Context: an optimization exercise on an open-source flow, tuned for small area and a short achievable clock period. The choices shown serve that exercise and are no tape-out recipe.
In this exercise RTL edits were held to simulation tests only and were not proved equivalent to the original.
No activity file was given, so power comes from the tool's default toggle rates.

### config.mk
export PLATFORM = sky130hd
export DESIGN_NAME = fifo
export DESIGN_NICKNAME = fifo
export VERILOG_FILES = /design/flow/design.v
export SDC_FILE = /design/flow/constraint.sdc
export NUM_CORES = 4
export LEC_CHECK = 0
export CAP_MARGIN = 20
export CORE_MARGIN = 2
export CORE_UTILIZATION = 45
export SLEW_MARGIN = 20
### constraint.sdc
create_clock -name core_clock -period 4.5 [get_ports {clk}]
set_input_delay 0.9000 -clock core_clock [delete_from_list [all_inputs] [get_ports {clk}]]
set_output_delay 0.9000 -clock core_clock [all_outputs]
set_load 0.01 [all_outputs]
### design.v
module fifo #(
    parameter len_data = 32,
    parameter len_fifo = 16,
    localparam bit_len = $clog2(len_fifo)
)(
    input                  clk,
    input                  rst_n,
    input                  i_write,
    input                  i_read,   
    input  [len_data-1:0]  i_data,
    output [len_data-1:0]  o_data,
    output                 o_empty, o_full,
    output [bit_len:0]     dbg_counter  
);
    reg [len_data-1:0] fifo_mem [0:len_fifo-1];
    reg [$clog2(len_fifo):0] wr_ptr, rd_ptr, count;
    assign o_data  = (count > 0) ? fifo_mem[rd_ptr] : {len_data{1'bx}};
    assign o_empty = (count == 0);
    assign o_full  = (count >= len_fifo);
    assign dbg_counter = count;
    always @(posedge clk or negedge rst_n) begin
        if (!rst_n) begin
            wr_ptr <= 0;
            rd_ptr <= 0;
            count  <= 0;
        end else begin
            if (i_write && !o_full) begin
                fifo_mem[wr_ptr] <= i_data;
                if (wr_ptr == len_fifo - 1)
                    wr_ptr <= 0;
                else
                    wr_ptr <= wr_ptr + 1;
                count  <= count + 1;
            end
            if (i_read && !o_empty) begin
                if (rd_ptr == len_fifo - 1)
                    rd_ptr <= 0;
                else
                    rd_ptr <= rd_ptr + 1;
                count  <= count - 1;
            end
            if (i_write && !o_full && i_read && !o_empty)
                count  <= count;
        end
    end
endmodule
### run.sh
#!/bin/bash
# synth_recipe.tcl (not shown) runs the flow's synth.tcl, then flattens the netlist and writes it again
# the make line also repeats each setting of config.mk as NAME=value (left out here)
make -C /OpenROAD-flow-scripts/flow DESIGN_CONFIG=/design/flow/config.mk WORK_HOME=/design/flow/orfs CLKGATE_MAP_FILE= SYNTH_SCRIPT=/design/flow/synth_recipe.tcl finish
==> notes.md, run 1 <==
Fin crit share - 97.30%
Gr usage total - 20.82%
Hold Vio Cnt, Final - 0
Worst-path maximum fanout - 113
Finished Layout Cells - 1883
Initial Utilization - 45.64%
Die area - 0.04656 mm2
Dpl cells - 1784
Cell taking the most area after synthesis - edfxtp_1
Detail Placement HPWL - 26.75 mm
Drt initial violations - 1109
Pleak - 7.658 nW
DR DRC count - 0
Most common cell after layout, fill and taps aside - edfxtp_1
# diodes - 0
Layout cells sized above 1 - 12.78%
Dominant cells by area after synthesis - edfxtp_1 (76%), a22oi_1 (3.3%), mux2i_1 (2.1%)
Cells after synthesis - 1145
Register bit total from synthesis - 527
CTS Buf Count - 54
Setup violators final - 0
Worst Setup End Kind - primary output
Vias per inst - 5.899
Slew Limit Fails - 0
Crit path from - rd_ptr[2]
Vias in the first global route - 11120
Antenna Nets Post-Route - 0
Crit path time final - 4379 ps
Clk slew on worst S/H paths - 60 ps
# rows - 77
Peak VDD IR - 0.3337 mV
TritonCTS clock tree - built
Status - complete, no violations
Hold path start - wr_ptr[4]
Worst min-delay path category - reg -> reg
Ys Warns - 2
Latest clock arrival within the worst-skew pair - 590 ps
Fmax - 228.4 MHz
Antenna violations before repair - 0
Root Buffer - clkbuf_16
Vias - 11110
CTS H-tree depth - 2
Register area - 0.01576 mm2
Unrepaired setup endpoints after global routing - no
Slew HR - 42.64%
EDFF count, synth - 512
Largest net degree at the start of global routing - 114
Core Region - 0.04422 mm2
Gr ovfl total - 0
P&R area growth vs syn - 16.88%
Number of max-cap violations - 0
Max Clock Skew - 10.44 ps
Synth cell types - 51
WL/cell - 25.66 um
Routability cong. - 0.7402
Cts hold-fix bufs - 0
Die width - 215.8 um
CTS max path bufs - 3
Setup TNS - 0 ps
Die H - 215.8 um
Avg Cell Area, Syn - 17.62 um2
Commonest non-fill, non-tap cells in the layout - edfxtp_1 (512), a22oi_1 (88), clkdlybuf4s50_1 (74)
Pre-Repair DR Iteration Count - 5
Worst EP required - 3600 ps
Post-synth ARST share - 2.846%
Worst setup path category - reg -> out
Least-Margin Pin Slew - 858.4 ps
Worst setup SP type - flop
Drt total wl - 48.32 mm
Net Count, Synth - 1193
Dominant synthesized flop cell - edfxtp_1
Reg-to-Reg Start - count[1]
Area of the multi-input gates - 0.004199 mm2
Pwr Density - 621.0 mW/mm2
First-pass GRT wire length - 71.76 mm
# fillers - 3498
Sink Count - 527
Netlist Area Pre-Place - 0.02018 mm2
Crit path DAT - 3480 ps
Nets - 1296
Area share of the largest cell type after synthesis - 76.19%
Sequential fraction of the synthesis area - 78.05%
Ports - 75
Port Buffers - 74
## layer usage
metal  up-vias  track usage, %  share of wire [%]
li1       4961               -                  -
met1      5700           27.47                 41
met2       362           35.31                 50
met3        84           3.524                5.5
met4         0           6.667                2.7
met5         -               0                  0
## through the flow
| step | hold slack [ps] | setup slack (ps) | total power, W | utilization, % | instance area, um2 |
|---|---|---|---|---|---|
| 6_report | 492.5 | 121.4 | 0.01465 | 53.34 | 23590 |
| 5_1_grt | 507.4 | 0.5673 | 0.01528 | 53.34 | 23590 |
| 4_1_cts | 493.7 | 40.49 | 0.01477 | 53.32 | 23580 |
| 3_5_place_dp | 480.5 | 673.4 | 0.01058 | 49.61 | 21940 |
| 3_3_place_gp | 474.0 | 720.9 | 0.01056 | 49.61 | 21940 |
| 2_1_floorplan | 458.1 | 332.9 | 0.008546 | - | 20180 |
## cells by family after synthesis
logic type	count (synthesis)	synth area share [%]
flops	527	78.05
buf+inv	90	1.854
xor+xnor	5	0.2170
compound gates	319	12.54
fa+ha+maj	12	0.7812
mux	76	3.980
simple gates	116	2.585
## final cells by class
cell class	count	area share, %
inverters	10	0.1591
flip-flops and latches	527	66.80
well taps	592	3.140
clock buffers	71	6.090
multi-input cells	528	17.80
clock inverters	28	0.8593
repair buffers	127	5.145
## cells in the mapped netlist (all sizes together) (15+ instances only)
master / n
a21oi: 21
nand2: 45
a211oi: 19
clkbuf: 56
o22ai: 36
buf: 24
o2bb2ai: 15
dfrtp: 15
a211o: 24
edfxtp: 512
a22oi: 88
a222oi: 29
a22o: 19
mux2i: 42
mux2: 34
a221oi: 25
nor2: 34
## registers in the layout (all words and copies together), names as in the netlist
register  count
fifo_mem    512
count         5
rd_ptr        5
wr_ptr        5
## path summary, 6_finish.rpt
kind                                   to  slack [ps]  depth (start not counted)
worst min register to register  wr_ptr[4]         490                          1
worst min-delay path            wr_ptr[4]         490                          1
worst max register to register   count[4]        1430                          8
min in group asynchronous       wr_ptr[0]         630                          1
worst max-delay path            o_data[8]         120                          6
max in group asynchronous       rd_ptr[3]        3310                          2
## timing repair
item	CTS	global route
endpoints found under the setup margin	0	4
buffers inserted	0	0
gates resized for setup	0	1
## critical path, stage by stage (launching register included)
cell             delay [ps]
dfrtp_4                 760
buf_12                  530
nor2b_1                 260
buf_4                   230
a22o_1                  230
a211o_1                 310
clkdlybuf4s50_1         490
## where the power goes
part	internal, W	switching (W)
Combinational	0.00201	0.00265
Sequential	0.00561	0.000190
Clock	0.00240	0.00178
==> inputs of run 2 (changes only) <==
==> design.v (replaced) <==
module fifo #(
    parameter len_data = 32,
    parameter len_fifo = 16,
    localparam bit_len = $clog2(len_fifo)
)(
    input                  clk,
    input                  rst_n,
    input                  i_write,
    input                  i_read,
    input  [len_data-1:0]  i_data,
    output [len_data-1:0]  o_data,
    output                 o_empty, o_full,
    output [bit_len:0]     dbg_counter  
);
    reg [len_data-1:0] mem [1:15];
    reg [len_data-1:0] dout;
    reg [3:0]          wp, rp;       
    reg [bit_len:0]    count;
    reg                empty, full, one;
    assign o_data      = dout;
    assign o_empty     = empty;
    assign o_full      = full;
    assign dbg_counter = count;
    function [3:0] lfsr_next(input [3:0] s);
        lfsr_next = {s[2:0], s[3] ^ s[2]};
    endfunction
    wire w_acc = i_write & ~full;
    wire r_acc = i_read & ~empty;
    wire mem_we = i_write & ~full & ~empty;
    wire rp_adv = r_acc & (~one | i_write);
    wire ld_in  = empty | (one & i_read);
    wire ld_mem = i_read & ~empty & ~one;
    reg [len_data-1:0] head;
    integer k;
    always @* begin
        head = {len_data{1'b0}};
        for (k = 1; k < 16; k = k + 1)
            head = head | (mem[k] & {len_data{rp == k}});
    end
    always @(posedge clk) begin
        if (mem_we)
            mem[wp] <= i_data;
        if (ld_in)
            dout <= i_data;
        else if (ld_mem)
            dout <= head;
    end
    always @(posedge clk or negedge rst_n) begin
        if (!rst_n) begin
            wp    <= 4'd1;
            rp    <= 4'd1;
            count <= 0;
            empty <= 1'b1;
            full  <= 1'b0;
            one   <= 1'b0;
        end else begin
            if (mem_we)
                wp <= lfsr_next(wp);
            if (rp_adv)
                rp <= lfsr_next(rp);
            if (w_acc & ~r_acc) begin
                count <= count + 1'b1;
                empty <= 1'b0;
                full  <= (count == len_fifo - 1);
                one   <= empty;
            end else if (r_acc & ~w_acc) begin
                count <= count - 1'b1;
                empty <= one;
                full  <= 1'b0;
                one   <= (count == 2);
            end
        end
    end
endmodule
==> notes.md, run 2 <==
Setup Buffers After CTS - 0 (unchanged)
Dpl cells - 1851 (was 1784)
Internal power - 0.009988 W (was 0.01003 W)
Synth cell types - 64 (was 51)
CTS H-tree depth - 2 (unchanged)
Nets - 1355 (was 1296)
DR DRC count - 0 (unchanged)
# rows - 78 (was 77)
Pleak - 7.487 nW (was 7.658 nW)
Detail Placement HPWL - 31.46 mm (was 26.75 mm)
Peak VDD IR - 0.3051 mV (was 0.3337 mV)
Gr usage total - 23.49% (was 20.82%)
Vias - 11850 (was 11110)
Commonest non-fill, non-tap cells in the layout - edfxtp_1 (512), clkdlybuf4s50_1 (74), a22oi_1 (69) (was edfxtp_1 (512), a22oi_1 (88), clkdlybuf4s50_1 (74))
Psw - 0.005122 W (was 0.004623 W)
Least-Margin Pin Slew - 987.6 ps (was 858.4 ps)
# diodes - 0 (unchanged)
Worst Setup End Kind - flop (was primary output)
TritonCTS clock tree - built (unchanged)
Largest net degree at the start of global routing - 59 (was 114)
Clk pwr share - 27.4% (was 28.6%)
Worst setup SP type - flop (unchanged)
Netlist Area Pre-Place - 0.02042 mm2 (was 0.02018 mm2)
Drt initial violations - 1405 (was 1109)
Met2 Usage GRT - 37.50% (was 35.31%)
Dominant cells by area after synthesis - edfxtp_1 (75%), a22oi_1 (2.5%), mux2i_1 (2.4%) (was edfxtp_1 (76%), a22oi_1 (3.3%), mux2i_1 (2.1%))
Most used routing layer - met2 (unchanged)
Sequential fraction of the synthesis area - 77.26% (was 78.05%)
Max Clock Skew - 16.64 ps (was 10.44 ps)
Clk slew on worst S/H paths - 60 ps (about the same)
Area share of the largest cell type after synthesis - 75.28% (was 76.19%)
Setup TNS - 0 ps (unchanged)
Net Count, Synth - 1263 (was 1193)
Vias in the first global route - 11920 (was 11120)
Worst min-delay path category - reg -> reg (unchanged)
Met3 usage - 4.193% (was 3.524%)
Net Sw Frac - 33.90% (was 31.56%)
Avg Cell Area, Syn - 16.82 um2 (was 17.62 um2)
Most instantiated library cell after synthesis - edfxtp_1 (unchanged)
Worst-path maximum fanout - 37 (was 113)
Most common cell after layout, fill and taps aside - edfxtp_1 (unchanged)
Die width - 217.0 um (was 215.8 um)
Fmax - 331.6 MHz (was 228.4 MHz)
R2r setup slk - 1480 ps (was 1430 ps)
CTS max path bufs - 3 (unchanged)
Routability cong. - 0.7975 (was 0.7402)
Dominant synthesized flop cell - edfxtp_1 (unchanged)
Pre-Repair DR Iteration Count - 5 (unchanged)
Core Region - 0.04509 mm2 (was 0.04422 mm2)
Cell taking the most area after synthesis - edfxtp_1 (unchanged)
Max FFs per register - 480 (was 512)
Pwr Density - 638.3 mW/mm2 (was 621.0 mW/mm2)
Crit path DAT - 3410 ps (was 3480 ps)
P&R area growth vs syn - 15.90% (was 16.88%)
Ports - 75 (unchanged)
Post-CTS resize count - 0 (unchanged)
Worst setup path category - reg -> reg (was reg -> out)
Ys Warns - 1 (was 2)
Slew HR - 34.02% (was 42.64%)
Met1 Use GR - 32.17% (was 27.47%)
Seq pwr share - 42.3% (was 39.6%)
WL/cell - 28.26 um (was 25.66 um)
Post-synth ARST share - 3.030% (was 2.846%)
Vias per inst - 6.082 (was 5.899)
Worst EP required - 4890 ps (was 3600 ps)
Setup violators final - 0 (unchanged)
Antenna Nets Post-Route - 0 (unchanged)
Number of max-cap violations - 0 (unchanged)
Gate power share - 30.4% (was 31.8%)
Slew Limit Fails - 0 (unchanged)
Die H - 217.0 um (was 215.8 um)
Layout cells sized above 1 - 12.02% (was 12.78%)
Port Buffers - 74 (unchanged)
Status - complete, no violations (unchanged)
Drt total wl - 55.04 mm (was 48.32 mm)
Antenna violations before repair - 0 (unchanged)
Most flop-heavy register - mem (was fifo_mem)
Top Registers - mem x480, dout x32, count x5
Register bit total from synthesis - 528 (was 527)
Post-synth top cells - edfxtp_1 (512), a22oi_1 (69), nor2_1 (57) (was edfxtp_1 (512), a22oi_1 (88), clkbuf_1 (56))
Cells after synthesis - 1214 (was 1145)
EDFF count, synth - 512 (unchanged)
Finished Layout Cells - 1948 (was 1883)
Crit path time final - 3016 ps (was 4379 ps)
Root Buffer - clkbuf_16 (unchanged)
Die area - 0.04711 mm2 (was 0.04656 mm2)
Unrepaired setup endpoints after global routing - no (unchanged)
Latest clock arrival within the worst-skew pair - 600 ps (was 590 ps)
Initial Utilization - 45.30% (was 45.64%)
CTS Buf Count - 53 (was 54)
Sink Count - 528 (was 527)
Gr ovfl total - 0 (unchanged)
Hold Vio Cnt, Final - 0 (unchanged)
# fillers - 3654 (was 3498)
Cts hold-fix bufs - 0 (unchanged)
First-pass GRT wire length - 80.36 mm (was 71.76 mm)
Fin crit share - 67.02% (was 97.30%)
==> run 2: cell count changes in the layout (fill, tap and decap cells not counted), sizes merged, moves of 13 or more <==
cell,delta
a21oi,+31
mux2,-23
nor2,+23
o21ai,+23
a22oi,-19
a211o,-17
a31oi,+17
a2111o,-14
nand3,+13
o22ai,-13
==> run 2: final timing paths <==
kind | from | end | cells past startpoint
worst max-delay path | rp[2] | dout[22] | 6
worst min-delay path | count[4] | count[4] | 1
worst max register to register | rp[2] | dout[22] | 6
worst min register to register | count[4] | count[4] | 1
max in group asynchronous | rst_n | rp[1] | 1
min in group asynchronous | rst_n | count[0] | 1
==> run 2: cell type report <==
cell class                 instances  area [um2]  share of cell area (%)
inverter                          14       52.55                  0.2220
multi-input combinational        589        4298                   18.16
clock buffer                      65        1371                   5.793
sequential                       528       15790                   66.69
tap                              600       750.7                   3.171
clock inverter                    32       226.5                  0.9567
timing repair buffer             120        1186                   5.011
==> run 2: stage by stage <==
stage / utilization [%] / setup WS (ps) / instance area, um2 / power (W) / hold slack, ps
after floorplan: - / 303.6 / 20420 / 0.009092 / 504.6
after global placement: 48.96 / 890.0 / 22070 / 0.01101 / 490.2
after detailed placement: 48.96 / 909.0 / 22070 / 0.01105 / 535.8
after CTS: 52.50 / 1507 / 23670 / 0.01516 / 543.3
after global routing: 52.50 / 1379 / 23670 / 0.01571 / 562.8
final: 52.50 / 1484 / 23670 / 0.01511 / 538.3
==> run 2: cells by family (layout without fill, tap and decap cells) <==
family | Yosys count | in the layout | synth area share, %
buffers and inverters | 97 | 231 | 2.463
and+or+nand+nor | 174 | 174 | 3.933
adders and majority gates | 13 | 13 | 0.8332
AOI/OAI and AO/OA | 337 | 337 | 12.22
muxes | 61 | 61 | 3.118
xor gates and xnor gates | 4 | 4 | 0.1716
DFF | 528 | 528 | 77.26
==> run 2: power by group through the flow <==
stage          combinational [W]  clock [W]  sequential [W]
6_report                 0.00459    0.00413         0.00638
5_1_grt                  0.00490    0.00438         0.00644
4_1_cts                  0.00459    0.00418         0.00639
3_5_place_dp             0.00456          0         0.00649
3_3_place_gp             0.00452          0         0.00649
2_1_floorplan            0.00269          0         0.00640
==> run 2: worst max-delay path, stage by stage, from the launching register on <==
cell	delay, ps
dfrtp_1	460
inv_1	190
ha_2	600
buf_4	580
a21oi_1	130
or4_1	550
a31oi_1	300
==> run 2: per-layer routing <==
layer | up-vias | wire length [um]
met5 | - | 0
met3 | 96 | 4158
met4 | 0 | 1883
li1 | 5140 | -
met2 | 570 | 26260
met1 | 6042 | 22750
==> inputs of run 3 (changes only) <==
==> design.v (replaced) <==
module fifo #(
    parameter len_data = 32,
    parameter len_fifo = 16,
    localparam bit_len = $clog2(len_fifo)
)(
    input                  clk,
    input                  rst_n,
    input                  i_write,
    input                  i_read,
    input  [len_data-1:0]  i_data,
    output [len_data-1:0]  o_data,
    output                 o_empty, o_full,
    output [bit_len:0]     dbg_counter  
);
    reg [len_data-1:0] mem [1:15];
    reg [len_data-1:0] dout;
    reg [3:0]          wp, rp;       
    reg [bit_len:0]    count;
    reg                empty, full, one;
    reg [15:0]         sel;
    assign o_data      = dout;
    assign o_empty     = empty;
    assign o_full      = full;
    assign dbg_counter = count;
    function [3:0] lfsr_next(input [3:0] s);
        lfsr_next = {s[2:0], s[3] ^ s[2]};
    endfunction
    wire w_acc = i_write & ~full;
    wire r_acc = i_read & ~empty;
    wire mem_we = i_write & ~full & ~empty;
    wire rp_adv = r_acc & (~one | i_write);
    reg [bit_len:0] count_n;
    reg empty_n, full_n, one_n;
    always @* begin
        count_n = count; empty_n = empty; full_n = full; one_n = one;
        if (w_acc & ~r_acc) begin
            count_n = count + 1'b1;
            empty_n = 1'b0;
            full_n  = (count == len_fifo - 1);
            one_n   = empty;
        end else if (r_acc & ~w_acc) begin
            count_n = count - 1'b1;
            empty_n = one;
            full_n  = 1'b0;
            one_n   = (count == 2);
        end
    end
    wire [3:0] rp_n = rp_adv ? lfsr_next(rp) : rp;
    wire       in_n = empty_n | one_n;
    reg [15:0] sel_n;
    integer k;
    always @* begin
        sel_n[0] = in_n;
        for (k = 1; k < 16; k = k + 1)
            sel_n[k] = ~in_n & (rp_n == k);
    end
    reg [len_data-1:0] nxt;
    always @* begin
        nxt = i_data & {len_data{sel[0]}};
        for (k = 1; k < 16; k = k + 1)
            nxt = nxt | (mem[k] & {len_data{sel[k]}});
    end
    always @(posedge clk) begin
        if (mem_we)
            mem[wp] <= i_data;
        if (empty | i_read)
            dout <= nxt;
    end
    always @(posedge clk or negedge rst_n) begin
        if (!rst_n) begin
            wp    <= 4'd1;
            rp    <= 4'd1;
            count <= 0;
            empty <= 1'b1;
            full  <= 1'b0;
            one   <= 1'b0;
            sel   <= 16'd1;
        end else begin
            if (mem_we)
                wp <= lfsr_next(wp);
            rp    <= rp_n;
            count <= count_n;
            empty <= empty_n;
            full  <= full_n;
            one   <= one_n;
            sel   <= sel_n;
        end
    end
endmodule
--- a/config.mk
+++ b/config.mk
@@ -9,3 +9,4 @@
 export CORE_MARGIN = 2
 export CORE_UTILIZATION = 45
+export SETUP_SLACK_MARGIN = 2.3
 export SLEW_MARGIN = 20
==> notes.md, run 3 <==
Die width - 213.6 um (was 217.0 um)
Vias in the first global route - 11180 (was 11920)
Latest clock arrival within the worst-skew pair - 590 ps (was 600 ps)
# fillers - 3310 (was 3654)
Dominant synthesized flop cell - edfxtp_1 (unchanged)
Drt initial violations - 1111 (was 1405)
Gr ovfl total - 0 (unchanged)
Worst setup path category - reg -> out (was reg -> reg)
Crit path time final - 2182 ps (was 3016 ps)
Buf/Inv on CP - 1 (was 2)
Vias per inst - 6.131 (was 6.082)
Max FFs per register - 480 (unchanged)
Area of the multi-input gates - 0.003567 mm2 (was 0.004298 mm2)
Cells after synthesis - 1027 (was 1214)
Commonest non-fill, non-tap cells in the layout - edfxtp_1 (512), a22o_1 (128), a221oi_1 (128) (was edfxtp_1 (512), clkdlybuf4s50_1 (74), a22oi_1 (69))
Pleak - 7.818 nW (was 7.487 nW)
Layout cells sized above 1 - 16.95% (was 12.02%)
Top Registers - mem x480, dout x32, sel x16 (was mem x480, dout x32, count x5)
Fin crit share - 48.49% (was 67.02%)
Worst-path maximum fanout - 1 (was 37)
Post-synth top cells - edfxtp_1 (512), a221oi_1 (128), a22o_1 (128) (was edfxtp_1 (512), a22oi_1 (69), nor2_1 (57))
Status - complete, no violations (unchanged)
Setup TNS - 0 ps (unchanged)
Post-synth ARST share - 5.882% (was 3.030%)
EDFF count, synth - 512 (unchanged)
Core Region - 0.04327 mm2 (was 0.04509 mm2)
Worst setup SP type - flop (unchanged)
CTS Buf Count - 53 (unchanged)
Die H - 213.6 um (was 217.0 um)
Die area - 0.04563 mm2 (was 0.04711 mm2)
Largest net degree at the start of global routing - 33 (was 59)
Ys Warns - 1 (unchanged)
Sequential fraction of the synthesis area - 81.84% (was 77.26%)
Worst min-delay path category - reg -> reg (unchanged)
Most flop-heavy register - mem (unchanged)
Sink Count - 544 (was 528)
Cts hold-fix bufs - 0 (unchanged)
Vias - 11080 (was 11850)
Hold Vio Cnt, Final - 0 (unchanged)
Critical Path, Cell by Cell - clkdlybuf4s15_2 (was inv_1, ha_2, buf_4, a21oi_1, or4_1, a31oi_1)
Antenna Nets Post-Route - 0 (unchanged)
Gr usage total - 22.42% (was 23.49%)
TritonCTS clock tree - built (unchanged)
Detail Placement HPWL - 23.84 mm (was 31.46 mm)
Peak VDD IR - 0.3059 mV (was 0.3051 mV)
Antenna violations before repair - 1 (was 0)
Port Buffers - 74 (unchanged)
Most common cell after layout, fill and taps aside - edfxtp_1 (unchanged)
Worst Setup End Kind - primary output (was flop)
Cell taking the most area after synthesis - edfxtp_1 (unchanged)
CP max stage delay - 450 ps (was 600 ps)
Fmax - 458.3 MHz (was 331.6 MHz)
Reg-to-Reg Start - empty (was rp[2])
Most instantiated library cell after synthesis - edfxtp_1 (unchanged)
First-pass GRT wire length - 73.63 mm (was 80.36 mm)
Slew HR - 30.39% (was 34.02%)
Slowest cell on crit path - edfxtp_1 (was ha_2)
Register area - 0.01619 mm2 (was 0.01579 mm2)
Crit path from - dout[14] (was rp[2])
Root Buffer - clkbuf_16 (unchanged)
Area share of the largest cell type after synthesis - 77.76% (was 75.28%)
Drt total wl - 50.21 mm (was 55.04 mm)
Initial Utilization - 45.70% (was 45.30%)
# rows - 76 (was 78)
Pre-Repair DR Iteration Count - 6 (was 5)
WL/cell - 27.79 um (was 28.26 um)
Pwr Density - 568.3 mW/mm2 (was 638.3 mW/mm2)
Dominant cells by area after synthesis - edfxtp_1 (78%), a221oi_1 (5.7%), a22o_1 (5.7%) (was edfxtp_1 (75%), a22oi_1 (2.5%), mux2i_1 (2.4%))
Netlist Area Pre-Place - 0.01977 mm2 (was 0.02042 mm2)
Crit path DAT - 1280 ps (was 3410 ps)
Register bit total from synthesis - 544 (was 528)
Avg Cell Area, Syn - 19.25 um2 (was 16.82 um2)
P&R area growth vs syn - 20.09% (was 15.90%)
Ports - 75 (unchanged)
Net Count, Synth - 1073 (was 1263)
Critical path's top delay family - flip-flops (was buffers and inverters)
Worst EP required - 3600 ps (was 4890 ps)
Unrepaired setup endpoints after global routing - yes (was no)
Routability cong. - 0.7938 (was 0.7975)
Hold path start - rp[0] (was count[4])
CTS H-tree depth - 2 (unchanged)
Nets - 1226 (was 1355)
Least-Margin Pin Slew - 1044 ps (was 987.6 ps)
Power, Total - 0.01349 W (was 0.01511 W)
Number of max-cap violations - 0 (unchanged)
Slew Limit Fails - 0 (unchanged)
Clk slew on worst S/H paths - 60 ps (about the same)
DR DRC count - 0 (unchanged)
Synth cell types - 51 (was 64)
Setup violators final - 0 (unchanged)
CTS max path bufs - 3 (unchanged)
Max Clock Skew - 17.77 ps (was 16.64 ps)
run 3: cell count changes after synthesis, sizes merged, moves of 23 or more:
cell / change
a21oi: -44
a22o: +114
buf: -60
a22oi: -68
nand2: -34
mux2i: -48
o22ai: -23
nand4: +32
nor2: -49
clkbuf: +32
a221oi: +98
run 3: metrics by stage:
step	std cells	setup slack, ps	utilization [%]	hold WS, ps	area [um2]
2_1_floorplan	1027	2159	-	494.1	19900
3_3_place_gp	1658	1213	49.38	505.5	21360
3_5_place_dp	1658	1134	49.38	514.9	21360
4_1_cts	1803	2132	54.79	552.8	23710
5_1_grt	1806	2279	54.87	584.4	23740
6_report	1807	2318	54.88	554.5	23740
run 3: repair_timing:
item                       in CTS  in global routing
gates resized for setup        81                 10
cloned                          8                  0
setup endpoints to repair     507                 25
hold endpoints to repair        0                  0
pin swaps                      14                  4
setup buffers                  41                  3
run 3: per-layer routing:
metal	GRT usage, %	vias up	share of wire [%]
met2	36.24	489	48
met4	6.250	2	2.0
met3	4.028	77	8.2
met1	31.58	5795	42
met5	0	-	0.022
li1	-	4715	-
run 3: worst paths after layout:
check / end / slack, ps / cells past startpoint
setup reg to reg: count[4] / 2410 / 10
max in group asynchronous: wp[0] / 3440 / 2
hold reg to reg: sel[7] / 550 / 2
hold / removal: sel[7] / 550 / 2
min in group asynchronous: sel[11] / 710 / 2
setup / recovery: o_data[14] / 2320 / 1
run 3: cell families (layout without fill, tap and decap cells):
logic type / after synthesis / after routing / synth area share, %
AO/OA/AOI/OAI: 290 / 290 / 12.52
AND/OR/NAND/NOR: 108 / 116 / 3.164
adder cells (fa/ha/maj): 10 / 10 / 0.6708
buffers and inverters: 65 / 251 / 1.329
multiplexers: 3 / 3 / 0.1645
flip-flops: 544 / 544 / 81.84
XOR/XNOR: 7 / 7 / 0.3101
other: 0 / 1 / 0
run 3: power by group:
| group | switching [W] | internal [W] |
|---|---|---|
| registers | 0.000237 | 0.00621 |
| logic | 0.00165 | 0.00109 |
| clock network | 0.00184 | 0.00246 |
| total | 0.00373 | 0.00976 |
run 3: area by class of cell:
type / instances / share of cell area, %
well taps: 585 / 3.083
flip-flops and latches: 544 / 68.18
inverters: 10 / 0.2108
diodes: 1 / 0.01054
multi-input cells: 426 / 15.02
clock inverters: 30 / 1.149
repair buffers: 145 / 6.513
clock buffers: 66 / 5.834
==> inputs of run 4 (changes only) <==
==> flow/run.sh (new file) <==
#!/bin/bash
# The standard layout (standard.sh: the standard flow's synthesis, floorplan, place, CTS,
# route, finish), with one change: the port buffers that global placement
# inserts are plain buf_2 cells instead of the delay cells buffer_ports picks
# by default, and the resizer may change a cell for any of the same
# function (MATCH_CELL_FOOTPRINT=0). The whole make output is kept in flow_make.log.
set -euo pipefail
export BUFFER_PORTS_ARGS="-buffer_cell sky130_fd_sc_hd__buf_2"
bash standard.sh MATCH_CELL_FOOTPRINT=0 finish > flow_make.log 2>&1
==> standard.sh (new file) <==
#!/bin/bash
# synth_recipe.tcl (not shown) runs the flow's synth.tcl, then flattens the netlist and writes it again
# the make line also repeats each setting of config.mk as NAME=value (left out here)
make -C /OpenROAD-flow-scripts/flow DESIGN_CONFIG=/design/flow/config.mk WORK_HOME=/design/flow/orfs CLKGATE_MAP_FILE= SYNTH_SCRIPT=/design/flow/synth_recipe.tcl "${@:-finish}"
--- a/config.mk
+++ b/config.mk
@@ -9,4 +9,6 @@
 export CORE_MARGIN = 2
 export CORE_UTILIZATION = 45
+export CTS_CLUSTER_DIAMETER = 120
+export CTS_CLUSTER_SIZE = 30
 export SETUP_SLACK_MARGIN = 2.3
 export SLEW_MARGIN = 20
removed: run.sh
==> notes.md, run 4 <==
Status - complete, no violations (unchanged)
Detail Placement HPWL - 22.76 mm (was 23.84 mm)
Antenna violations before repair - 3 (was 1)
First-pass GRT wire length - 69.66 mm (was 73.63 mm)
Worst EP required - 3600 ps (about the same)
Sink Count - 544 (unchanged)
Critical Path, Cell by Cell - buf_6 (was clkdlybuf4s15_2)
Pleak - 6.934 nW (was 7.818 nW)
DR DRC count - 0 (unchanged)
Net Count, Synth - 1073 (unchanged)
Die H - 213.6 um (unchanged)
Vias per inst - 6.288 (was 6.131)
Register bit total from synthesis - 544 (unchanged)
Post-synthesis adder-cell area fraction - 0.6708% (unchanged)
Max FFs per register - 480 (unchanged)
Gr usage total - 21.07% (was 22.42%)
Nets - 1152 (was 1226)
P&R area growth vs syn - 10.68% (was 20.09%)
Vias in the first global route - 10420 (was 11180)
Dominant cells by area after synthesis - edfxtp_1 (78%), a221oi_1 (5.7%), a22o_1 (5.7%) (unchanged)
CTS H-tree depth - 1 (was 2)
Max Clock Skew - 34.62 ps (was 17.77 ps)
Critical path's top delay family - flip-flops (unchanged)
CTS max path bufs - 3 (unchanged)
Most instantiated library cell after synthesis - edfxtp_1 (unchanged)
Routability cong. - 0.7674 (was 0.7938)
Worst setup path category - reg -> out (unchanged)
Ys Warns - 1 (unchanged)
TritonCTS clock tree - built (unchanged)
Reg-to-Reg Start - full (was empty)
Slew Limit Fails - 0 (unchanged)
Unrepaired setup endpoints after global routing - yes (unchanged)
Gr ovfl total - 0 (unchanged)
Multiplexer share of the synthesized area - 0.1645% (unchanged)
Synth cell types - 51 (unchanged)
Hold Vio Cnt, Final - 0 (unchanged)
Fmax - 452.7 MHz (was 458.3 MHz)
Setup TNS - 0 ps (unchanged)
Slew HR - 24.25% (was 30.39%)
Compound-Gate Fraction of Synth Area - 12.52% (unchanged)
Fin crit share - 49.09% (was 48.49%)
Setup violators final - 0 (unchanged)
Buf/Inv on CP - 1 (unchanged)
Commonest non-fill, non-tap cells in the layout - edfxtp_1 (512), a22o_1 (128), a221oi_1 (128) (unchanged)
Dominant synthesized flop cell - edfxtp_1 (unchanged)
Post-synth top cells - edfxtp_1 (512), a221oi_1 (128), a22o_1 (128) (unchanged)
Layout cells sized above 1 - 16.95% (about the same)
Most flop-heavy register - mem (unchanged)
Top Registers - mem x480, dout x32, sel x16 (unchanged)
Ports - 75 (unchanged)
XOR/XNOR Fraction of Synth Area - 0.3101% (unchanged)
Finished Layout Cells - 1700 (was 1807)
Vias - 10690 (was 11080)
Drt total wl - 50.07 mm (was 50.21 mm)
Cell taking the most area after synthesis - edfxtp_1 (unchanged)
Worst min-delay path category - in -> async (was reg -> reg)
Slowest cell on crit path - dfstp_2 (was edfxtp_1)
Crit path DAT - 1310 ps (was 1280 ps)
Worst-path maximum fanout - 4 (was 1)
Initial Utilization - 45.70% (unchanged)
Sequential fraction of the synthesis area - 81.84% (unchanged)
# rows - 76 (unchanged)
Worst R2R End - mem[8][0] (was count[4])
Most common cell after layout, fill and taps aside - edfxtp_1 (unchanged)
R2r setup slk - 2340 ps (was 2410 ps)
CP max stage delay - 620 ps (was 450 ps)
Area fraction in and, or, nand and nor cells after synthesis - 3.164% (unchanged)
Root Buffer - clkbuf_16 (unchanged)
Latest clock arrival within the worst-skew pair - 570 ps (was 590 ps)
Port Buffers - 74 (unchanged)
WL/cell - 29.45 um (was 27.79 um)
Peak VDD IR - 0.2792 mV (was 0.3059 mV)
Area share of the largest cell type after synthesis - 77.76% (unchanged)
Worst Setup End Kind - primary output (unchanged)
Clk slew on worst S/H paths - 110 ps (was 60 ps)
Core Region - 0.04327 mm2 (unchanged)
Die area - 0.04563 mm2 (unchanged)
Pre-Repair DR Iteration Count - 5 (was 6)
Worst setup SP type - flop (unchanged)
# diodes - 0 (was 1)
Largest net degree at the start of global routing - 33 (unchanged)
Die width - 213.6 um (unchanged)
Antenna Nets Post-Route - 0 (unchanged)
Crit path time final - 2209 ps (was 2182 ps)
Reg2reg path depth - 3 (was 10)
Cts hold-fix bufs - 0 (unchanged)
EDFF count, synth - 512 (unchanged)
Combinational family with the most area after synthesis - compound AO/OA/AOI/OAI gates (unchanged)
Number of max-cap violations - 0 (unchanged)
Pwr Density - 523.0 mW/mm2 (was 568.3 mW/mm2)
Least-Margin Pin Slew - 1136 ps (was 1044 ps)
Avg Cell Area, Syn - 19.25 um2 (unchanged)
Drt initial violations - 1128 (was 1111)
Dpl cells - 1639 (was 1658)
Cells after synthesis - 1027 (unchanged)
Post-synth ARST share - 5.882% (unchanged)
CTS Buf Count - 22 (was 53)
Netlist Area Pre-Place - 0.01977 mm2 (unchanged)
run 4: cell counts after synthesis:
No cell type changed its count.
run 4: where the power goes:
group          internal, W  switching (W)
combinational     0.000914        0.00142
sequential         0.00620       0.000468
clock             0.000967        0.00148
total              0.00808        0.00337
run 4: layout make-up:
| class | count | area, um2 |
|---|---|---|
| repair buffers | 96 | 641.9 |
| flip-flops and latches | 544 | 16190 |
| clock inverters | 2 | 32.53 |
| fillers | 3519 | 21380 |
| multi-input cells | 432 | 3627 |
| clock buffers | 31 | 605.6 |
| well taps | 585 | 732.0 |
| inverters | 10 | 50.05 |
run 4: kinds of logic after synthesis:
family / count (synthesis)
xor gates and xnor gates: 7
AOI/OAI and AO/OA: 290
muxes: 3
adders and majority gates: 10
DFF: 544
and+or+nand+nor: 108
buffers and inverters: 65
run 4: worst max path at each step:
stage / depth (start not counted) / startpoint / slack, ps / endpoint
global placement: 4 / i_write / 1610 / mem[2][2]
CTS: 3 / full / 1970 / mem[14][26]
global route: 3 / full / 2230 / mem[8][25]
floorplan: 10 / i_read / 2160 / count[4]
finish: 1 / empty / 2290 / o_empty
detailed placement: 4 / i_write / 1500 / mem[2][0]
run 4: through the flow:
step	area [um2]	util, %	hold slack [ps]	worst slack [ps]	total power (W)
floorplan	19900	-	494.1	2159	0.007966
global placement	20850	48.19	503.0	1605	0.008962
detailed placement	20850	48.20	508.8	1497	0.008990
CTS	21620	49.97	380.6	1974	0.01138
global route	21880	50.58	413.7	2226	0.01190
finish	21880	50.58	369.1	2291	0.01144
run 4: layer usage:
layer | track usage (%) | part of all wire (%)
met4 | 5.077 | 1.6
met1 | 31.19 | 42
met3 | 3.120 | 8.4
met2 | 33.25 | 47
met5 | 0 | 0.038
run 4: repair_timing:
action,in CTS,in global routing
gates cloned,1,13
pin swaps,2,11
setup endpoints to repair,225,493
buffers inserted,6,8
resized for setup,7,24
==> inputs of run 5 (changes only) <==
==> design.v (replaced) <==
module fifo #(
    parameter len_data = 32,
    parameter len_fifo = 16,
    localparam bit_len = $clog2(len_fifo)
)(
    input                  clk,
    input                  rst_n,
    input                  i_write,
    input                  i_read,
    input  [len_data-1:0]  i_data,
    output [len_data-1:0]  o_data,
    output                 o_empty, o_full,
    output [bit_len:0]     dbg_counter  
);
    reg [len_data-1:0] mem [1:15];
    reg [len_data-1:0] dout;
    reg [3:0]          wp, rp;       
    reg [bit_len:0]    count;
    reg                ne, full, one, two;    
    reg [15:0]         sel;
    assign o_data      = dout;
    assign o_empty     = ~ne;
    assign o_full      = full;
    assign dbg_counter = count;
    function [3:0] lfsr_next(input [3:0] s);
        lfsr_next = {s[2:0], s[3] ^ s[2]};
    endfunction
    wire mem_we = i_write & ~full & ne;
    wire rp_adv = i_read & ne & (~one | i_write);
    wire [bit_len:0] cnt_up = count + 1'b1;
    wire [bit_len:0] cnt_dn = count - 1'b1;
    wire in_now = ~ne | one;         
    reg  [15:0] sel_adv, sel_rp;
    integer k;
    always @* begin
        for (k = 1; k < 16; k = k + 1) begin
            sel_adv[lfsr_next(k)] = sel[k];
            sel_rp[k] = (rp == k);
        end
        sel_adv[0] = 1'b0;
        sel_rp[0]  = 1'b0;
    end
    reg [bit_len:0] count_n;
    reg ne_n, full_n, one_n, two_n;
    reg [15:0] sel_n;
    always @* begin
        case ({i_read, i_write})
        2'b00: begin
            count_n = count;
            ne_n = ne; full_n = full; one_n = one; two_n = two;
            sel_n = sel;
        end
        2'b01: begin
            count_n = full ? count : cnt_up;
            ne_n = 1'b1; full_n = full | (count == len_fifo - 1);
            one_n = ~ne; two_n = one;
            sel_n = one ? sel_rp : sel;
        end
        2'b10: begin
            count_n = ne ? cnt_dn : count;
            ne_n = ne & ~one; full_n = 1'b0;
            one_n = two; two_n = (count == 3);
            sel_n = (in_now | two) ? 16'd1 : sel_adv;
        end
        default: begin
            count_n = ~ne ? cnt_up : full ? cnt_dn : count;
            ne_n = 1'b1; full_n = 1'b0;
            one_n = in_now; two_n = two;
            sel_n = in_now ? 16'd1 : sel_adv;
        end
        endcase
    end
    reg [len_data-1:0] nxt;
    always @* begin
        nxt = i_data & {len_data{sel[0]}};
        for (k = 1; k < 16; k = k + 1)
            nxt = nxt | (mem[k] & {len_data{sel[k]}});
    end
    always @(posedge clk) begin
        if (mem_we)
            mem[wp] <= i_data;
        if (~ne | i_read)
            dout <= nxt;
    end
    always @(posedge clk or negedge rst_n) begin
        if (!rst_n) begin
            wp    <= 4'd1;
            rp    <= 4'd1;
            count <= 0;
            ne    <= 1'b0;
            full  <= 1'b0;
            one   <= 1'b0;
            two   <= 1'b0;
            sel   <= 16'd1;
        end else begin
            if (mem_we)
                wp <= lfsr_next(wp);
            if (rp_adv)
                rp <= lfsr_next(rp);
            count <= count_n;
            ne    <= ne_n;
            full  <= full_n;
            one   <= one_n;
            two   <= two_n;
            sel   <= sel_n;
        end
    end
endmodule
==> notes.md, run 5 <==
Sequential fraction of the synthesis area - 80.84% (was 81.84%)
Ys Warns - 1 (unchanged)
CTS Buf Count - 22 (unchanged)
Detail Placement HPWL - 23.30 mm (was 22.76 mm)
Pre-Repair DR Iteration Count - 5 (unchanged)
# rows - 77 (was 76)
Vias - 10750 (was 10690)
Slew Limit Fails - 0 (unchanged)
Max FFs per register - 480 (unchanged)
Internal power - 0.007513 W (was 0.008078 W)
Worst setup SP type - flop (unchanged)
Netlist Area Pre-Place - 0.02005 mm2 (was 0.01977 mm2)
Slew HR - 25.97% (was 24.25%)
Worst EP required - 3600 ps (about the same)
Die H - 215.1 um (was 213.6 um)
Setup violators final - 0 (unchanged)
Core Region - 0.04412 mm2 (was 0.04327 mm2)
Area share of the largest cell type after synthesis - 76.70% (was 77.76%)
Crit path DAT - 1260 ps (was 1310 ps)
DR DRC count - 0 (unchanged)
Top Registers - mem x480, dout x32, sel x16 (unchanged)
Pleak - 6.914 nW (was 6.934 nW)
Dpl cells - 1679 (was 1639)
Crit path time final - 2157 ps (was 2209 ps)
Fmax - 463.7 MHz (was 452.7 MHz)
Least-Margin Pin Slew - 1110 ps (was 1136 ps)
Layout cells sized above 1 - 16.24% (was 16.95%)
Final Instance Area - 0.02195 mm2 (was 0.02188 mm2)
Die area - 0.04625 mm2 (was 0.04563 mm2)
R2r setup slk - 2380 ps (was 2340 ps)
Unrepaired setup endpoints after global routing - yes (unchanged)
Worst R2R End - mem[2][5] (was mem[8][0])
EDFF count, synth - 512 (unchanged)
Worst Setup End Kind - primary output (unchanged)
Layout Utilization - 49.74% (was 50.58%)
Ports - 75 (unchanged)
CTS max path bufs - 3 (unchanged)
Worst min-delay path category - in -> async (unchanged)
Initial Utilization - 45.43% (was 45.70%)
Post-synth ARST share - 6.055% (was 5.882%)
Clk slew on worst S/H paths - 120 ps (was 110 ps)
Routability cong. - 0.7370 (was 0.7674)
Die width - 215.1 um (was 213.6 um)
Cts hold-fix bufs - 0 (unchanged)
Psw - 0.003013 W (was 0.003365 W)
Dominant synthesized flop cell - edfxtp_1 (unchanged)
Finished Layout Cells - 1737 (was 1700)
Antenna Nets Post-Route - 0 (unchanged)
Most instantiated library cell after synthesis - edfxtp_1 (unchanged)
Drt total wl - 48.34 mm (was 50.07 mm)
Most common cell after layout, fill and taps aside - edfxtp_1 (unchanged)
Placed cell area - 0.02098 mm2 (was 0.02085 mm2)
Clk pwr share - 22.7% (was 21.4%)
Hold Vio Cnt, Final - 0 (unchanged)
Gate power share - 14.7% (was 20.4%)
Pwr Density - 479.5 mW/mm2 (was 523.0 mW/mm2)
Worst setup path category - reg -> out (unchanged)
Cell taking the most area after synthesis - edfxtp_1 (unchanged)
Drt initial violations - 1177 (was 1128)
# diodes - 0 (unchanged)
Commonest non-fill, non-tap cells in the layout - edfxtp_1 (512), a22o_1 (129), a221oi_1 (128) (was edfxtp_1 (512), a22o_1 (128), a221oi_1 (128))
Reg-to-Reg Start - full (unchanged)
Fin crit share - 47.93% (was 49.09%)
Gr ovfl total - 0 (unchanged)
Max Clock Skew - 30.21 ps (was 34.62 ps)
Hold WS - 384.3 ps (was 369.1 ps)
Vias per inst - 6.187 (was 6.288)
Avg Cell Area, Syn - 18.51 um2 (was 19.25 um2)
# fillers - 3686 (was 3519)
Sink Count - 545 (was 544)
WL/cell - 27.83 um (was 29.45 um)
Seq pwr share - 62.5% (was 58.2%)
Status - complete, no violations (unchanged)
Dominant cells by area after synthesis - edfxtp_1 (77%), a22o_1 (5.6%), a221oi_1 (5.6%) (was edfxtp_1 (78%), a221oi_1 (5.7%), a22o_1 (5.7%))
Reg2reg path depth - 4 (was 3)
Post-synth top cells - edfxtp_1 (512), a22o_1 (129), a221oi_1 (128) (was edfxtp_1 (512), a221oi_1 (128), a22o_1 (128))
Worst-path maximum fanout - 3 (was 4)
Vias in the first global route - 10480 (was 10420)
Gr usage total - 19.77% (was 21.07%)
P&R area growth vs syn - 9.500% (was 10.68%)
Number of max-cap violations - 0 (unchanged)
Peak VDD IR - 0.3458 mV (was 0.2792 mV)
TritonCTS clock tree - built (unchanged)
Largest net degree at the start of global routing - 35 (was 33)
Net Count, Synth - 1133 (was 1073)
Net Sw Frac - 28.62% (was 29.41%)
Setup TNS - 0 ps (unchanged)
Port Buffers - 74 (unchanged)
Antenna violations before repair - 2 (was 3)
CTS H-tree depth - 1 (unchanged)
Root Buffer - clkbuf_16 (unchanged)
First-pass GRT wire length - 68.63 mm (was 69.66 mm)
Nets - 1188 (was 1152)
Most flop-heavy register - mem (unchanged)
Cells after synthesis - 1083 (was 1027)
Register bit total from synthesis - 545 (was 544)
Latest clock arrival within the worst-skew pair - 570 ps (about the same)
Synth cell types - 43 (was 51)
==> run 5: changes by cell type after synthesis, moves of 5 or more <==
cell,change
a21oi_1,+22
xnor2_1,-6
nor2_1,+22
nor4_1,-5
clkbuf_1,+15
nand3_1,-6
a32oi_1,+7
inv_1,+6
ha_1,+5
==> run 5: repair_timing <==
action	CTS	global route
setup buffers	3	16
endpoints found under the setup margin	449	258
gates cloned	0	8
pin swaps	0	12
gates resized for setup	9	17
==> run 5: layout make-up <==
class / count / area [um2] / area share (%)
timing repair buffer: 97 / 653.1 / 2.976
clock inverter: 2 / 46.29 / 0.2109
inverter: 15 / 58.81 / 0.2679
multi-input combinational: 457 / 3649 / 16.62
sequential: 545 / 16230 / 73.92
tap: 592 / 740.7 / 3.375
clock buffer: 29 / 576.8 / 2.628
==> run 5: worst max path at each step <==
stage	slack, ps	from	cells past startpoint	to
6_report	2340	ne	3	o_empty
5_1_grt	2270	full	4	mem[2][21]
4_1_cts	2030	full	4	mem[1][3]
3_5_place_dp	1510	i_write	5	mem[1][16]
3_3_place_gp	1570	i_write	5	mem[1][10]
2_1_floorplan	2170	i_write	5	mem[13][0]
==> run 5: worst max-delay path, cell delays in order (launching register included) <==
cell and delay (ps):
dfrtp_2 430, buf_6 120, inv_4 60, buf_6 90
==> run 5: logic make-up after synthesis <==
family                   synth area share, %
flip-flops                             80.84
multiplexers                          0.4307
AO/OA/AOI/OAI                          13.16
AND/OR/NAND/NOR                        2.984
buffers and inverters                  1.716
adder cells (fa/ha/maj)               0.8739
==> run 5: through the flow <==
step,setup WS (ps),total power (W)
after CTS,2033,0.01049
after floorplan,2172,0.007382
after detailed placement,1509,0.008144
after global routing,2273,0.01090
after global placement,1569,0.008108
final,2343,0.01053
==> run 5: per-layer routing <==
layer	vias up	global-route usage [%]	wire length, um
met5	-	0	28
met2	387	31.80	23060
met3	61	2.378	3128
met4	4	4.230	994
li1	4643	-	-
met1	5651	29.27	21120
==> run 5: power groups by stage <==
stage / registers (W) / logic (W) / clock network (W)
floorplan: 0.00617 / 0.00121 / 0
global placement: 0.00667 / 0.00143 / 0
detailed placement: 0.00669 / 0.00145 / 0
CTS: 0.00658 / 0.00147 / 0.00244
global route: 0.00662 / 0.00169 / 0.00259
finish: 0.00658 / 0.00155 / 0.00239
==> inputs of run 6 (changes only) <==
==> design.v (replaced) <==
module fifo #(
    parameter len_data = 32,
    parameter len_fifo = 16,
    localparam bit_len = $clog2(len_fifo)
)(
    input                  clk,
    input                  rst_n,
    input                  i_write,
    input                  i_read,
    input  [len_data-1:0]  i_data,
    output [len_data-1:0]  o_data,
    output                 o_empty, o_full,
    output [bit_len:0]     dbg_counter  
);
    reg [len_data-1:0] sr [1:15];
    reg [len_data-1:0] dout;
    reg [15:0]         sel;
    reg [bit_len:0]    count;
    reg                ne;              
    wire full   = sel[15];             
    wire in_now = sel[0];              
    assign o_data      = dout;
    assign o_empty     = ~ne;
    assign o_full      = full;
    assign dbg_counter = count;
    wire [bit_len:0] cnt_up = count + 1'b1;
    wire [bit_len:0] cnt_dn = count - 1'b1;
    wire [15:0] sel_up = {sel[14:0], 1'b0};
    wire [15:0] sel_dn = {1'b0, sel[15:1]};
    reg [bit_len:0] count_n;
    reg ne_n;
    reg [15:0] sel_n;
    always @* begin
        case ({i_read, i_write})
        2'b00: begin
            count_n = count;
            ne_n    = ne;
            sel_n   = sel;
        end
        2'b01: begin
            count_n = full ? count : cnt_up;
            ne_n    = 1'b1;
            sel_n   = (~ne | full) ? sel : sel_up;
        end
        2'b10: begin
            count_n = ne ? cnt_dn : count;
            ne_n    = ne & ~(in_now);
            sel_n   = in_now ? sel : sel_dn;
        end
        default: begin
            count_n = ~ne ? cnt_up : full ? cnt_dn : count;
            ne_n    = 1'b1;
            sel_n   = full ? sel_dn : sel;
        end
        endcase
    end
    reg [len_data-1:0] nxt;
    integer k;
    always @* begin
        nxt = i_data & {len_data{sel[0]}};
        for (k = 1; k < 16; k = k + 1)
            nxt = nxt | (sr[k] & {len_data{sel[k]}});
    end
    always @(posedge clk) begin
        if (i_write & ~full) begin
            sr[1] <= i_data;
            for (k = 2; k < 16; k = k + 1)
                sr[k] <= sr[k-1];
        end
        if (~ne | i_read)
            dout <= nxt;
    end
    always @(posedge clk or negedge rst_n) begin
        if (!rst_n) begin
            sel   <= 16'd1;
            count <= 0;
            ne    <= 1'b0;
        end else begin
            sel   <= sel_n;
            count <= count_n;
            ne    <= ne_n;
        end
    end
endmodule
--- a/config.mk
+++ b/config.mk
@@ -11,4 +11,4 @@
 export CTS_CLUSTER_DIAMETER = 120
 export CTS_CLUSTER_SIZE = 30
-export SETUP_SLACK_MARGIN = 2.3
+export SETUP_SLACK_MARGIN = 2.45
 export SLEW_MARGIN = 20
==> notes.md, run 6 <==
Status - complete, no violations (unchanged)
Layout cells sized above 1 - 16.65% (was 16.24%)
Worst setup SP type - flop (unchanged)
Root Buffer - clkbuf_16 (unchanged)
Gr usage total - 19.73% (was 19.77%)
Latest clock arrival within the worst-skew pair - 570 ps (about the same)
Vias in the first global route - 10070 (was 10480)
# diodes - 0 (unchanged)
Final Instance Area - 0.02139 mm2 (was 0.02195 mm2)
Antenna violations before repair - 0 (was 2)
CTS max path bufs - 3 (unchanged)
Crit path DAT - 1180 ps (was 1260 ps)
Most flop-heavy register - sr (was mem)
Net Count, Synth - 1048 (was 1133)
WL/cell - 27.54 um (was 27.83 um)
Drt initial violations - 1249 (was 1177)
Netlist Area Pre-Place - 0.01938 mm2 (was 0.02005 mm2)
Worst setup margin - 2419 ps (was 2343 ps)
Avg Cell Area, Syn - 19.24 um2 (was 18.51 um2)
TritonCTS clock tree - built (unchanged)
Dpl cells - 1579 (was 1679)
Critical Path, Cell by Cell - buf_2 (was buf_6, inv_4, buf_6)
Detail Placement HPWL - 22.75 mm (was 23.30 mm)
Pre-Repair DR Iteration Count - 5 (unchanged)
CTS Buf Count - 21 (was 22)
Dominant synthesized flop cell - edfxtp_1 (unchanged)
Dpl ws - 1520 ps (was 1509 ps)
Finished Layout Cells - 1639 (was 1737)
EDFF count, synth - 512 (unchanged)
CP max stage delay - 440 ps (was 430 ps)
Drt total wl - 45.14 mm (was 48.34 mm)
Worst min-delay path category - in -> async (unchanged)
Vias - 10570 (was 10750)
Dominant cells by area after synthesis - edfxtp_1 (79%), a22o_1 (5.8%), a221oi_1 (5.8%) (was edfxtp_1 (77%), a22o_1 (5.6%), a221oi_1 (5.6%))
Die area - 0.04474 mm2 (was 0.04625 mm2)
Max Clock Skew - 27.46 ps (was 30.21 ps)
Routability cong. - 0.7835 (was 0.7370)
Register area - 0.01595 mm2 (was 0.01623 mm2)
Largest net degree at the start of global routing - 69 (was 35)
Reg-to-Reg Start - sel[13] (was full)
Pleak - 6.989 nW (was 6.914 nW)
CTS H-tree depth - 1 (unchanged)
Area of the multi-input gates - 0.003239 mm2 (was 0.003649 mm2)
Die width - 211.5 um (was 215.1 um)
DR DRC count - 0 (unchanged)
First-pass GRT wire length - 65.65 mm (was 68.63 mm)
Core Region - 0.04279 mm2 (was 0.04412 mm2)
Die H - 211.5 um (was 215.1 um)
Fmax - 480.6 MHz (was 463.7 MHz)
Least-Margin Pin Slew - 1170 ps (was 1110 ps)
P&R area growth vs syn - 10.39% (was 9.500%)
Buf/Inv on CP - 1 (was 3)
Setup violators final - 0 (unchanged)
Worst-path maximum fanout - 1 (was 3)
Hold WS - 291.0 ps (was 384.3 ps)
Antenna Nets Post-Route - 0 (unchanged)
Commonest non-fill, non-tap cells in the layout - edfxtp_1 (512), a22o_1 (129), a221oi_1 (128) (unchanged)
Ports - 75 (unchanged)
Crit path time final - 2081 ps (was 2157 ps)
Power, Total - 0.01211 W (was 0.01053 W)
Cells after synthesis - 1007 (was 1083)
Initial Utilization - 45.29% (was 45.43%)
Nets - 1119 (was 1188)
Vias per inst - 6.447 (was 6.187)
Area share of the largest cell type after synthesis - 79.34% (was 76.70%)
Register bit total from synthesis - 534 (was 545)
Post-synth top cells - edfxtp_1 (512), a22o_1 (129), a221oi_1 (128) (unchanged)
Pwr Density - 566.0 mW/mm2 (was 479.5 mW/mm2)
Gr ovfl total - 0 (unchanged)
Hold Vio Cnt, Final - 0 (unchanged)
Unrepaired setup endpoints after global routing - yes (unchanged)
Max FFs per register - 480 (unchanged)
Critical path's top delay family - flip-flops (unchanged)
Ys Warns - 2 (was 1)
Number of max-cap violations - 0 (unchanged)
Crit path from - dout[3] (was ne)
Placed cell area - 0.02046 mm2 (was 0.02098 mm2)
Clk slew on worst S/H paths - 120 ps (about the same)
Most instantiated library cell after synthesis - edfxtp_1 (unchanged)
Top Registers - sr x480, dout x32, sel x16 (was mem x480, dout x32, sel x16)
Sink Count - 534 (was 545)
Cell taking the most area after synthesis - edfxtp_1 (unchanged)
Sequential fraction of the synthesis area - 82.19% (was 80.84%)
Worst EP required - 3600 ps (about the same)
# fillers - 3541 (was 3686)
Synth cell types - 44 (was 43)
Slew HR - 21.99% (was 25.97%)
Slowest cell on crit path - edfxtp_1 (was dfrtp_2)
Slew Limit Fails - 0 (unchanged)
Worst Setup End Kind - primary output (unchanged)
# rows - 76 (was 77)
Peak VDD IR - 0.4485 mV (was 0.3458 mV)
Port Buffers - 74 (unchanged)
Post-synth ARST share - 4.120% (was 6.055%)
Most common cell after layout, fill and taps aside - edfxtp_1 (unchanged)
Worst setup path category - reg -> out (unchanged)
Fin crit share - 46.24% (was 47.93%)
[run 6: changes by cell type after synthesis, moves of 7 or more]
cell,change
a21oi_1,-7
a22oi_1,+13
and2_1,-14
clkbuf_1,-12
dfrtp_1,-9
ha_1,-9
inv_1,-9
nand2_1,-9
nor2_1,-10
[run 6: kinds of logic after synthesis]
group | count (synthesis) | synth area share, %
flops | 534 | 82.19
compound gates | 312 | 13.62
buf+inv | 78 | 1.601
simple gates | 74 | 2.047
fa+ha+maj | 5 | 0.3228
mux | 4 | 0.2195
[run 6: path summary, 6_finish.rpt]
kind | endpoint | slack [ps] | cells past startpoint
max | o_data[3] | 2420 | 1
min | sel[1] | 290 | 1
max reg2reg | dout[18] | 2540 | 4
min reg2reg | sr[5][2] | 440 | 0
max in group asynchronous | sel[4] | 3790 | 1
min in group core_clock | sr[5][2] | 440 | 0
[run 6: area by class of cell]
cell class	instances	share of cell area (%)
clock inverters	2	0.08189
inverters	6	0.1521
clock buffers	36	2.720
multi-input cells	397	15.14
repair buffers	118	4.129
flip-flops and latches	534	74.58
well taps	546	3.194
[run 6: what timing repair did]
action,in CTS,in global routing
hold buffers,0,0
pin swaps,2,3
setup endpoints to repair,262,434
setup buffers,9,10
cloned,1,1
resized for setup,12,11
[run 6: per-stage QoR]
| stage | TNS [ps] | util (%) |
|---|---|---|
| after floorplan | -1883230 | - |
| final | 0 | 49.99 |
| after global placement | 0 | 47.82 |
| after CTS | 0 | 49.51 |
| after detailed placement | 0 | 47.82 |
| after global routing | 0 | 49.99 |
[run 6: report_power, final]
| group | internal (W) | switching, W |
|---|---|---|
| Clock | 0.000907 | 0.00144 |
| Combinational | 0.00104 | 0.00141 |
| Sequential | 0.00625 | 0.00107 |
| Total | 0.00819 | 0.00391 |
[run 6: metal layers]
| layer | vias up | track usage [%] | routed length (um) |
|---|---|---|---|
| met4 | 0 | 4.444 | 850 |
| met2 | 460 | 29.83 | 20670 |
| met1 | 5600 | 30.73 | 20230 |
| met5 | - | 0 | 0 |
| met3 | 53 | 2.552 | 3395 |
| li1 | 4453 | - | - |
==> inputs of run 7 (changes only) <==
--- a/config.mk
+++ b/config.mk
@@ -8,5 +8,5 @@
 export CAP_MARGIN = 20
 export CORE_MARGIN = 2
-export CORE_UTILIZATION = 45
+export CORE_UTILIZATION = 40
 export CTS_CLUSTER_DIAMETER = 120
 export CTS_CLUSTER_SIZE = 30
==> notes.md, run 7 <==
Status - complete, no violations (unchanged)
Port Buffers - 74 (unchanged)
Worst Setup End Kind - primary output (unchanged)
Antenna Nets Post-Route - 0 (unchanged)
Met1 Use GR - 26.50% (was 30.73%)
Max FFs per register - 480 (unchanged)
Pre-Repair DR Iteration Count - 5 (unchanged)
Gr usage total - 17.44% (was 19.73%)
Area share of the largest cell type after synthesis - 79.34% (unchanged)
WL/cell - 26.52 um (was 27.54 um)
Post-synth top cells - edfxtp_1 (512), a22o_1 (129), a221oi_1 (128) (unchanged)
Power, Total - 0.01205 W (was 0.01211 W)
Critical Path, Cell by Cell - buf_2 (unchanged)
Dpl cells - 1644 (was 1579)
EDFF count, synth - 512 (unchanged)
Detail Placement HPWL - 23.57 mm (was 22.75 mm)
Final Instance Area - 0.02135 mm2 (was 0.02139 mm2)
Cell taking the most area after synthesis - edfxtp_1 (unchanged)
Fmax - 483.7 MHz (was 480.6 MHz)
Drt initial violations - 1230 (was 1249)
Crit path DAT - 1170 ps (was 1180 ps)
Root Buffer - clkbuf_16 (unchanged)
Clk slew on worst S/H paths - 110 ps (was 120 ps)
Worst setup path category - reg -> out (unchanged)
Dominant cells by area after synthesis - edfxtp_1 (79%), a22o_1 (5.8%), a221oi_1 (5.8%) (unchanged)
Net Count, Synth - 1048 (unchanged)
Ports - 75 (unchanged)
Most used routing layer - met2 (was met1)
Least-Margin Pin Slew - 1136 ps (was 1170 ps)
Largest net degree at the start of global routing - 146 (was 69)
Register bit total from synthesis - 534 (unchanged)
# rows - 80 (was 76)
Buf/Inv on CP - 1 (unchanged)
Slew HR - 24.30% (was 21.99%)
Antenna violations before repair - 1 (was 0)
Hold WS - 312.5 ps (was 291.0 ps)
Gr ovfl total - 0 (unchanged)
Worst min-delay path category - in -> async (unchanged)
Vias - 10550 (was 10570)
Critical Path Stages - 1 (unchanged)
Worst R2R End - sr[8][24] (was dout[18])
Routability cong. - 0.7542 (was 0.7835)
Post-synth ARST share - 4.120% (unchanged)
Most instantiated library cell after synthesis - edfxtp_1 (unchanged)
Worst-path maximum fanout - 1 (unchanged)
Worst setup endpoint - o_data[1] (was o_data[3])
Reg-to-Reg Start - sel[15] (was sel[13])
CTS H-tree depth - 1 (unchanged)
CP max stage delay - 450 ps (was 440 ps)
Cells after synthesis - 1007 (unchanged)
Most common cell after layout, fill and taps aside - edfxtp_1 (unchanged)
First-pass GRT wire length - 66.16 mm (was 65.65 mm)
R2r setup slk - 2460 ps (was 2540 ps)
Drt total wl - 45.14 mm (about the same)
TritonCTS clock tree - built (unchanged)
Sequential fraction of the synthesis area - 82.19% (unchanged)
Ys Warns - 2 (unchanged)
Placed cell area - 0.02049 mm2 (was 0.02046 mm2)
Critical path's top delay family - flip-flops (unchanged)
Met3 usage - 2.112% (was 2.552%)
CTS max path bufs - 3 (unchanged)
Nets - 1113 (was 1119)
Number of max-cap violations - 0 (unchanged)
Crit path from - dout[1] (was dout[3])
Sink Count - 534 (unchanged)
Vias in the first global route - 10210 (was 10070)
Latest clock arrival within the worst-skew pair - 540 ps (was 570 ps)
Setup violators final - 0 (unchanged)
Netlist Area Pre-Place - 0.01938 mm2 (unchanged)
Vias per inst - 6.200 (was 6.447)
Worst EP required - 3600 ps (about the same)
Unrepaired setup endpoints after global routing - yes (unchanged)
P&R area growth vs syn - 10.19% (was 10.39%)
Initial Utilization - 40.59% (was 45.29%)
Finished Layout Cells - 1702 (was 1639)
Pwr Density - 564.5 mW/mm2 (was 566.0 mW/mm2)
Commonest non-fill, non-tap cells in the layout - edfxtp_1 (512), a22o_1 (129), a221oi_1 (128) (unchanged)
Pleak - 6.935 nW (was 6.989 nW)
Max Clock Skew - 12.57 ps (was 27.46 ps)
Setup TNS - 0 ps (unchanged)
Crit path time final - 2067 ps (was 2081 ps)
Fin crit share - 45.94% (was 46.24%)
DR DRC count - 0 (unchanged)
Worst setup SP type - flop (unchanged)
Top Registers - sr x480, dout x32, sel x16 (unchanged)
Core Region - 0.04775 mm2 (was 0.04279 mm2)
Peak VDD IR - 0.2983 mV (was 0.4485 mV)
Hold Vio Cnt, Final - 0 (unchanged)
Most flop-heavy register - sr (unchanged)
Layout cells sized above 1 - 16.02% (was 16.65%)
Die width - 224.1 um (was 211.5 um)
Reg2reg path depth - 3 (was 4)
Dominant synthesized flop cell - edfxtp_1 (unchanged)
Die area - 0.05022 mm2 (was 0.04474 mm2)
Slew Limit Fails - 0 (unchanged)
Avg Cell Area, Syn - 19.24 um2 (unchanged)
Slowest cell on crit path - edfxtp_1 (unchanged)
CTS Buf Count - 21 (unchanged)
Synth cell types - 44 (unchanged)
# fillers - 4058 (was 3541)
Cts hold-fix bufs - 0 (unchanged)
Die H - 224.1 um (was 211.5 um)
Met2 Usage GRT - 27.49% (was 29.83%)
## run 7: per-stage QoR
stage               worst slack [ps]  utilization (%)
floorplan                      -3923                -
global route                    2354            44.72
finish                          2433            44.72
global placement                1583            42.91
detailed placement              1580            42.91
CTS                             2401            44.53
## run 7: cells by family after synthesis
logic type | Yosys count | share of synthesized area, %
flops | 534 | 82.19
compound gates | 312 | 13.62
buf+inv | 78 | 1.601
simple gates | 74 | 2.047
fa+ha+maj | 5 | 0.3228
mux | 4 | 0.2195
## run 7: final cells by class
class	instances	area (um2)	area share [%]
inverters	6	32.53	0.1523
multi-input cells	396	3228	15.12
repair buffers	113	775.7	3.633
diodes	1	2.502	0.01172
flip-flops and latches	534	15960	74.72
well taps	615	769.5	3.603
clock inverters	1	8.758	0.04101
clock buffers	36	581.8	2.725
## run 7: report_power, final
group	internal (W)	total (W)	switching, W
registers	0.00626	0.00704	0.000776
clock network	0.000903	0.00232	0.00142
logic	0.00103	0.00269	0.00167
## run 7: how the worst min path moves through the flow
stage | from | endpoint | slack [ps] | cells past startpoint
2_1_floorplan | sr[2][30] | sr[3][30] | 430 | 0
3_3_place_gp | sr[8][20] | sr[9][20] | 430 | 0
3_5_place_dp | sr[11][25] | sr[12][25] | 430 | 0
4_1_cts | rst_n | count[4] | 310 | 1
5_1_grt | rst_n | count[4] | 330 | 1
6_report | rst_n | count[2] | 310 | 1
## run 7: routing by layer
layer  wire, um  up-vias
met5          0        -
met4        589        0
met3       3471       47
met2      21070      495
met1      20010     5572
li1           -     4439
## run 7: repair_timing
item,4_1_cts,5_1_grt
resized for setup,16,10
setup endpoints to repair,31,373
buffers inserted,15,4
gates cloned,1,0
pin swaps,2,1

-- afterwards: timing with drivers on the ports --
The results above use ideal ports. As a check the final layouts listed here were re-extracted and re-timed, cells and wires unchanged.
Step 1 sets driving cells, clkbuf_16 on the clock port and buf_2 on the other inputs (assumed; they add their load-dependent delay and slew).
Step 2 also shifts input and output timing later by t, the mid clock arrival at the registers, as if the neighbouring blocks saw the same clock.
a / b / c = ideal / step 1 / step 2; a / b = the first two.
run | t, ns | setup slack, ns | clock arrival spread, ns | worst data-port slew with drivers (ns)
run 1 | 0.639 | 0.121 / 0.070 / 0.709 | 0.016 / 0.015 | 0.08
run 2 | 0.655 | 1.484 / 1.484 / 0.946 | 0.020 / 0.020 | 0.05
run 3 | 0.635 | 2.318 / 2.261 / 1.722 | 0.022 / 0.022 | 0.07
run 4 | 0.611 | 2.291 / 2.237 / 1.856 | 0.035 / 0.035 | 0.08
run 5 | 0.609 | 2.343 / 2.289 / 1.805 | 0.034 / 0.033 | 0.07
run 6 | 0.614 | 2.419 / 2.365 / 1.927 | 0.030 / 0.030 | 0.04
run 7 | 0.595 | 2.433 / 2.378 / 1.915 | 0.018 / 0.018 | 0.06
After both steps setup and hold are still met in every run listed. The setup slack of run 3, which loses most, moves by -0.057 ns with the drivers and by -0.596 ns with both steps.
